This design comes from an exercise in tuning for small area on the open sky130 flow, not from production work.
Only simulation tests tie the RTL to the original design; equivalence was not proved.
Power and IR drop assume default switching activity. No driver is modelled on the clock port, so clocking that relies on it looks cheaper here than on a real chip.

== nickel ==
==> flow/design.v (excerpt) <==
module facedet_display(
    input wire clk,
    input wire rst,
    output wire [14:0] rd_addr,
    input wire [19:0] ii_rddata,
    input wire detected_flag,
    input wire continuous,
    output wire vga_hsync,
    output wire vga_vsync,
    output wire [3:0] vga_r,
    output wire [3:0] vga_g,
    output wire [3:0] vga_b
    );
==> flow/config.mk <==
export PLATFORM = sky130hd
export DESIGN_NAME = facedet_display
export DESIGN_NICKNAME = facedet_display
export VERILOG_FILES = /design/flow/design.v
export SDC_FILE = /design/flow/constraint.sdc
export NUM_CORES = 4
export LEC_CHECK = 0
export CAP_MARGIN = 20
export CORE_MARGIN = 2
export CORE_UTILIZATION = 45
export PLACE_DENSITY = 0.6
export SLEW_MARGIN = 20
==> flow/constraint.sdc <==
create_clock -name core_clock -period 12.0 [get_ports {clk}]
set_input_delay 2.4000 -clock core_clock [delete_from_list [all_inputs] [get_ports {clk}]]
set_output_delay 2.4000 -clock core_clock [all_outputs]
set_load 0.01 [all_outputs]
standard.sh (not shown) runs the stock make flow with config.mk's settings and CLKGATE_MAP_FILE= SYNTH_SCRIPT=/design/flow/synth_recipe.tcl, a recipe that flattens the netlist after the stock synthesis.
==> flow/flow/run.sh <==
#!/bin/bash
# Standard layout with these changes: ABC maps all the logic, adders
# included, with an area-oriented script (the flip-flops and their names are
# those of the standard synthesis), logic cells are shrunk to their smallest drive after
# floorplanning, port buffers use the smallest buffer cell, and clock tree
# synthesis runs without dummy loads, with larger sink clusters and with
# smaller buffers above the leaf level.
set -euo pipefail
here=$(pwd)
cp -r "$FLOW_HOME/scripts" "$here/scripts"
cp "$here/flow/abc_area.script" "$here/scripts/abc_speed.script"
export SCRIPTS_DIR=$here/scripts
export ADDER_MAP_FILE=
export POST_FLOORPLAN_TCL=$here/flow/downsize.tcl
export BUFFER_PORTS_ARGS="-buffer_cell sky130_fd_sc_hd__buf_1"
export CTS_ARGS="-sink_clustering_enable -repair_clock_nets -dont_use_dummy_load -sink_clustering_size 38 -sink_clustering_max_diameter 100 -sink_clustering_buffer sky130_fd_sc_hd__clkbuf_16 -buf_list sky130_fd_sc_hd__clkbuf_4 -root_buf sky130_fd_sc_hd__clkbuf_8"
bash standard.sh > $here/standard.log 2>&1
==> flow/flow/abc_area.script <==
&get -n
&st
&dch
&nf -p
&st
&syn2
&dch
&nf -p
&st
&dch
&nf -R 1000 -p
&put
==> flow/flow/downsize.tcl <==
# Shrink each logic cell to the smallest drive strength of its family. The
# design has several ns of slack at its period; the resizer's later
# repair_design restores drive wherever a slew or load limit needs it.
set dont_use [split $::env(DONT_USE_CELLS)]
set n 0
set saved 0.0
foreach inst [get_cells *] {
  set master [get_property $inst ref_name]
  if { ![regexp {^(sky130_fd_sc_hd__[a-z0-9]+)_([0-9]+)$} $master -> base sz] } { continue }
  if { [regexp {^sky130_fd_sc_hd__(df|ed|sd|dl|tap|fill|decap|conb|clk|probe|lpflow)} $master] } { continue }
  set cur [lindex [get_lib_cells */$master] 0]
  set best $master
  set best_area [get_property $cur area]
  set area0 $best_area
  foreach lc [get_lib_cells */${base}_*] {
    set name [get_property $lc name]
    if { ![regexp "^${base}_\[0-9\]+\$" $name] } { continue }
    if { [lsearch -exact $dont_use $name] >= 0 } { continue }
    set a [get_property $lc area]
    if { $a < $best_area } {
      set best $name
      set best_area $a
    }
  }
  if { $best ne $master } {
    replace_cell $inst $best
    incr n
    set saved [expr {$saved + $area0 - $best_area}]
  }
}
puts "downsize.tcl: replaced $n cells, [format %.1f $saved] um2 less"
The flow did not stop early for nickel: all stages ran, and the layout cleared the timing, DRC and antenna checks.
[inputs] cedar vs nickel
==> flow/flow/run.sh <==
#!/bin/bash
# Standard layout with four changes: ABC maps the logic with an area-oriented
# script (the flip-flops and their names are those of the standard
# synthesis), logic cells are shrunk to their smallest drive after
# floorplanning, port buffers use the smallest buffer cell, and clock tree
# synthesis runs without dummy loads, with larger sink clusters and with
# smaller buffers above the leaf level.
set -euo pipefail
here=$(pwd)
cp -r "$FLOW_HOME/scripts" "$here/scripts"
cp "$here/flow/abc_area.script" "$here/scripts/abc_speed.script"
export SCRIPTS_DIR=$here/scripts
export POST_FLOORPLAN_TCL=$here/flow/downsize.tcl
export BUFFER_PORTS_ARGS="-buffer_cell sky130_fd_sc_hd__buf_1"
export CTS_ARGS="-sink_clustering_enable -repair_clock_nets -dont_use_dummy_load -sink_clustering_size 37 -sink_clustering_max_diameter 100 -sink_clustering_buffer sky130_fd_sc_hd__clkbuf_16 -buf_list sky130_fd_sc_hd__clkbuf_4 -root_buf sky130_fd_sc_hd__clkbuf_8"
bash standard.sh > $here/standard.log 2>&1
-- flow/flow/abc_area.script --
<<< nickel, line 2
&st
&dch
>>> cedar, line 2
&st
&dch
&nf -p
&st
&syn2
&dch
&nf -p
&st
&syn2
&dch
cedar against nickel; CTS buffer count is up by a few percent. Compared with nickel, cedar shows a synthesized cell count that is about 1.7% higher. Inverter count of the layout excluding clock inverters, cedar and nickel: smaller value in nickel. Mean instance size in the synthesized netlist: lower on cedar. [compare] base=nickel new=cedar: final worst setup slack fell 150 ps, total cell area at the placement stage rose 1.2%, utilization fell 0.33 points. Minimum period implied by the final worst setup slack (cedar over nickel): increase, 150 ps.
What juniper does differently from cedar at the input level:
-- flow/flow/run.sh --
<<< cedar, line 14
export BUFFER_PORTS_ARGS="-buffer_cell sky130_fd_sc_hd__buf_1"
export CTS_ARGS="-sink_clustering_enable -repair_clock_nets -dont_use_dummy_load -sink_clustering_size 37 -sink_clustering_max_diameter 100 -sink_clustering_buffer sky130_fd_sc_hd__clkbuf_16 -buf_list sky130_fd_sc_hd__clkbuf_4 -root_buf sky130_fd_sc_hd__clkbuf_8"
bash standard.sh > $here/standard.log 2>&1
>>> juniper, line 14
export BUFFER_PORTS_ARGS="-buffer_cell sky130_fd_sc_hd__buf_1"
export CTS_ARGS="-sink_clustering_enable -repair_clock_nets -dont_use_dummy_load -sink_clustering_size 36 -sink_clustering_max_diameter 100 -sink_clustering_buffer sky130_fd_sc_hd__clkbuf_16 -buf_list sky130_fd_sc_hd__clkbuf_4 -root_buf sky130_fd_sc_hd__clkbuf_8"
bash standard.sh > $here/standard.log 2>&1
-- flow/config.mk --
<<< cedar, line 10
export CORE_UTILIZATION = 45
export PLACE_DENSITY = 0.6
>>> juniper, line 10
export CORE_UTILIZATION = 45
export GPL_TIMING_DRIVEN = 0
export PLACE_DENSITY = 0.6
## What came out
Vias per cell in juniper is 0.76% above cedar.
| final weighted congestion in routability-driven placement | juniper vs cedar | ≈ equal |
From juniper to cedar, number of hold violations in the final report did not move at all.
Diff juniper..cedar | total power consumption of the routed design | negligible
Diff cedar..juniper | placed instance count | negligible
Looking at setup slack at placement, juniper sits above cedar.
Compared with cedar, in juniper wire length went down by 0.39%, synthesis-to-finish area growth was more or less identical.
Setup changes, juniper to tundra
==> flow/flow/run.sh <==
#!/bin/bash
# Standard layout with these changes: ABC maps all the logic, adders
# included, with an area-oriented script (the flip-flops and their names are
# those of the standard synthesis), logic cells are shrunk to their smallest drive after
# floorplanning, port buffers use the smallest buffer cell, and clock tree
# synthesis runs without dummy loads, with larger sink clusters and with
# smaller buffers above the leaf level.
set -euo pipefail
here=$(pwd)
cp -r "$FLOW_HOME/scripts" "$here/scripts"
cp "$here/flow/abc_area.script" "$here/scripts/abc_speed.script"
export SCRIPTS_DIR=$here/scripts
export ADDER_MAP_FILE=
export POST_FLOORPLAN_TCL=$here/flow/downsize.tcl
export BUFFER_PORTS_ARGS="-buffer_cell sky130_fd_sc_hd__buf_1"
export CTS_ARGS="-sink_clustering_enable -repair_clock_nets -dont_use_dummy_load -sink_clustering_size 37 -sink_clustering_max_diameter 100 -sink_clustering_buffer sky130_fd_sc_hd__clkbuf_16 -buf_list sky130_fd_sc_hd__clkbuf_4 -root_buf sky130_fd_sc_hd__clkbuf_8"
bash standard.sh > $here/standard.log 2>&1
==> flow/flow/abc_area.script <==
&get -n
&st
&dch
&nf -p
&st
&syn2
&dch
&nf -p
&st
&dch
&nf -R 1000 -p
&put
-- flow/config.mk --
<<< juniper, line 10
export CORE_UTILIZATION = 45
export GPL_TIMING_DRIVEN = 0
export PLACE_DENSITY = 0.6
>>> tundra, line 10
export CORE_UTILIZATION = 45
export PLACE_DENSITY = 0.6
==> comparison <==
- Compare juniper and tundra | detailed-routing wirelength on met1 lower: tundra
- The final-layout fill cell count of tundra is lower than that of juniper.
- Looking at setup slack, tundra sits 97 ps higher than juniper does.
- Width of the chip shrinks slightly when moving from juniper to tundra.
- Both conditions hold for tundra: the flow ran to the end and the final layout passed the timing, DRC and antenna checks.
- tundra vs juniper: combined area of all synthesized cells down slightly
- In terms of met1 layer usage reported by global route, tundra and juniper differ only marginally.
- tundra vs. juniper: critical path depth climbed 1, die area dropped 380 µm², largest net degree at the start of global routing climbed about 2.7%.
- The lower sequential share of layout area came out of juniper.
#### Input delta (yarrow over tundra)
-- flow/flow/run.sh --
<<< tundra, line 15
export BUFFER_PORTS_ARGS="-buffer_cell sky130_fd_sc_hd__buf_1"
export CTS_ARGS="-sink_clustering_enable -repair_clock_nets -dont_use_dummy_load -sink_clustering_size 37 -sink_clustering_max_diameter 100 -sink_clustering_buffer sky130_fd_sc_hd__clkbuf_16 -buf_list sky130_fd_sc_hd__clkbuf_4 -root_buf sky130_fd_sc_hd__clkbuf_8"
bash standard.sh > $here/standard.log 2>&1
>>> yarrow, line 15
export BUFFER_PORTS_ARGS="-buffer_cell sky130_fd_sc_hd__buf_1"
export CTS_ARGS="-sink_clustering_enable -repair_clock_nets -dont_use_dummy_load -sink_clustering_size 36 -sink_clustering_max_diameter 100 -sink_clustering_buffer sky130_fd_sc_hd__clkbuf_16 -buf_list sky130_fd_sc_hd__clkbuf_4 -root_buf sky130_fd_sc_hd__clkbuf_8"
bash standard.sh > $here/standard.log 2>&1
==> comparison <==
tundra and yarrow ended up with nearly the same data arrival time of the critical path. On average wire per standard cell, tundra and yarrow are basically level. On power density over the cells, tundra tracks yarrow almost exactly. Diff tundra..yarrow | final cycle utilization of the critical path | negligible. Amount of wire on met3 after detailed routing is lower on yarrow. Number of hold violations in the final report came out exactly the same in tundra and yarrow. Final-report max-slew violation count essentially unchanged between yarrow and tundra. Status: net switching fraction of the power parity (tundra, yarrow). Changes observed in yarrow relative to tundra: minimum setup slack in the final design +7.8 ps, power ~0 delta.
What pepper does differently from yarrow at the input level:
-- flow/flow/run.sh --
<<< yarrow, line 1
#!/bin/bash
# Standard layout with these changes: ABC maps all the logic, adders
# included, with an area-oriented script (the flip-flops and their names are
# those of the standard synthesis), logic cells are shrunk to their smallest drive after
# floorplanning, port buffers use the smallest buffer cell, and clock tree
>>> pepper, line 1
#!/bin/bash
# Standard layout with four changes: ABC maps the logic with an area-oriented
# script (the flip-flops and their names are those of the standard
# synthesis), logic cells are shrunk to their smallest drive after
# floorplanning, port buffers use the smallest buffer cell, and clock tree
<<< yarrow, line 12
export SCRIPTS_DIR=$here/scripts
export ADDER_MAP_FILE=
export POST_FLOORPLAN_TCL=$here/flow/downsize.tcl
>>> pepper, line 12
export SCRIPTS_DIR=$here/scripts
export POST_FLOORPLAN_TCL=$here/flow/downsize.tcl
-- flow/flow/abc_area.script --
<<< yarrow, line 2
&st
&dch
>>> pepper, line 2
&st
&dch
&nf -p
&st
&syn2
&dch
&nf -p
&st
&syn2
&dch
Results
Design area (lower): yarrow
Re register share of the cell area: pepper is 0.99 points down on yarrow.
The run with more routed wire is pepper, not yarrow.
Higher largest fanout on the critical path was reported by pepper, not yarrow.
yarrow has a lower sum of net half-perimeters after detailed placement than pepper.
Taking yarrow as the reference, in pepper combinational group share of total power now sits higher, worst setup slack now sits lower.

what the ideal ports hide:
In the flow no input, the clock included, has a driving cell. The finished layouts below were timed again as built, in two steps. Step 1 sets driving cells, clkbuf_16 on the clock port and buf_2 on the other inputs (assumed; they add their load-dependent delay and slew). Step 2 times the ports against the registers' clock, not the clock port: input delays grow and output delays shrink by t, the midpoint of the rising clock arrivals with the driver on. Slacks: ideal ports / drivers / drivers and shift; pairs: ideal ports / drivers.
run	t, ns	setup slack, ns	worst setup path after step 2	worst data-port slew with drivers (ns)
nickel	0.643	6.586 / 6.544 / 7.186	register to output	0.06
cedar	0.635	6.441 / 6.400 / 7.035	register to output	0.06
juniper	0.648	6.472 / 6.433 / 7.081	register to output	0.07
tundra	0.641	6.570 / 6.527 / 7.168	register to output	0.07
yarrow	0.647	6.577 / 6.534 / 7.182	register to output	0.06
pepper	0.657	6.398 / 6.355 / 7.012	register to output	0.07
After both steps every run listed still meets setup and hold.
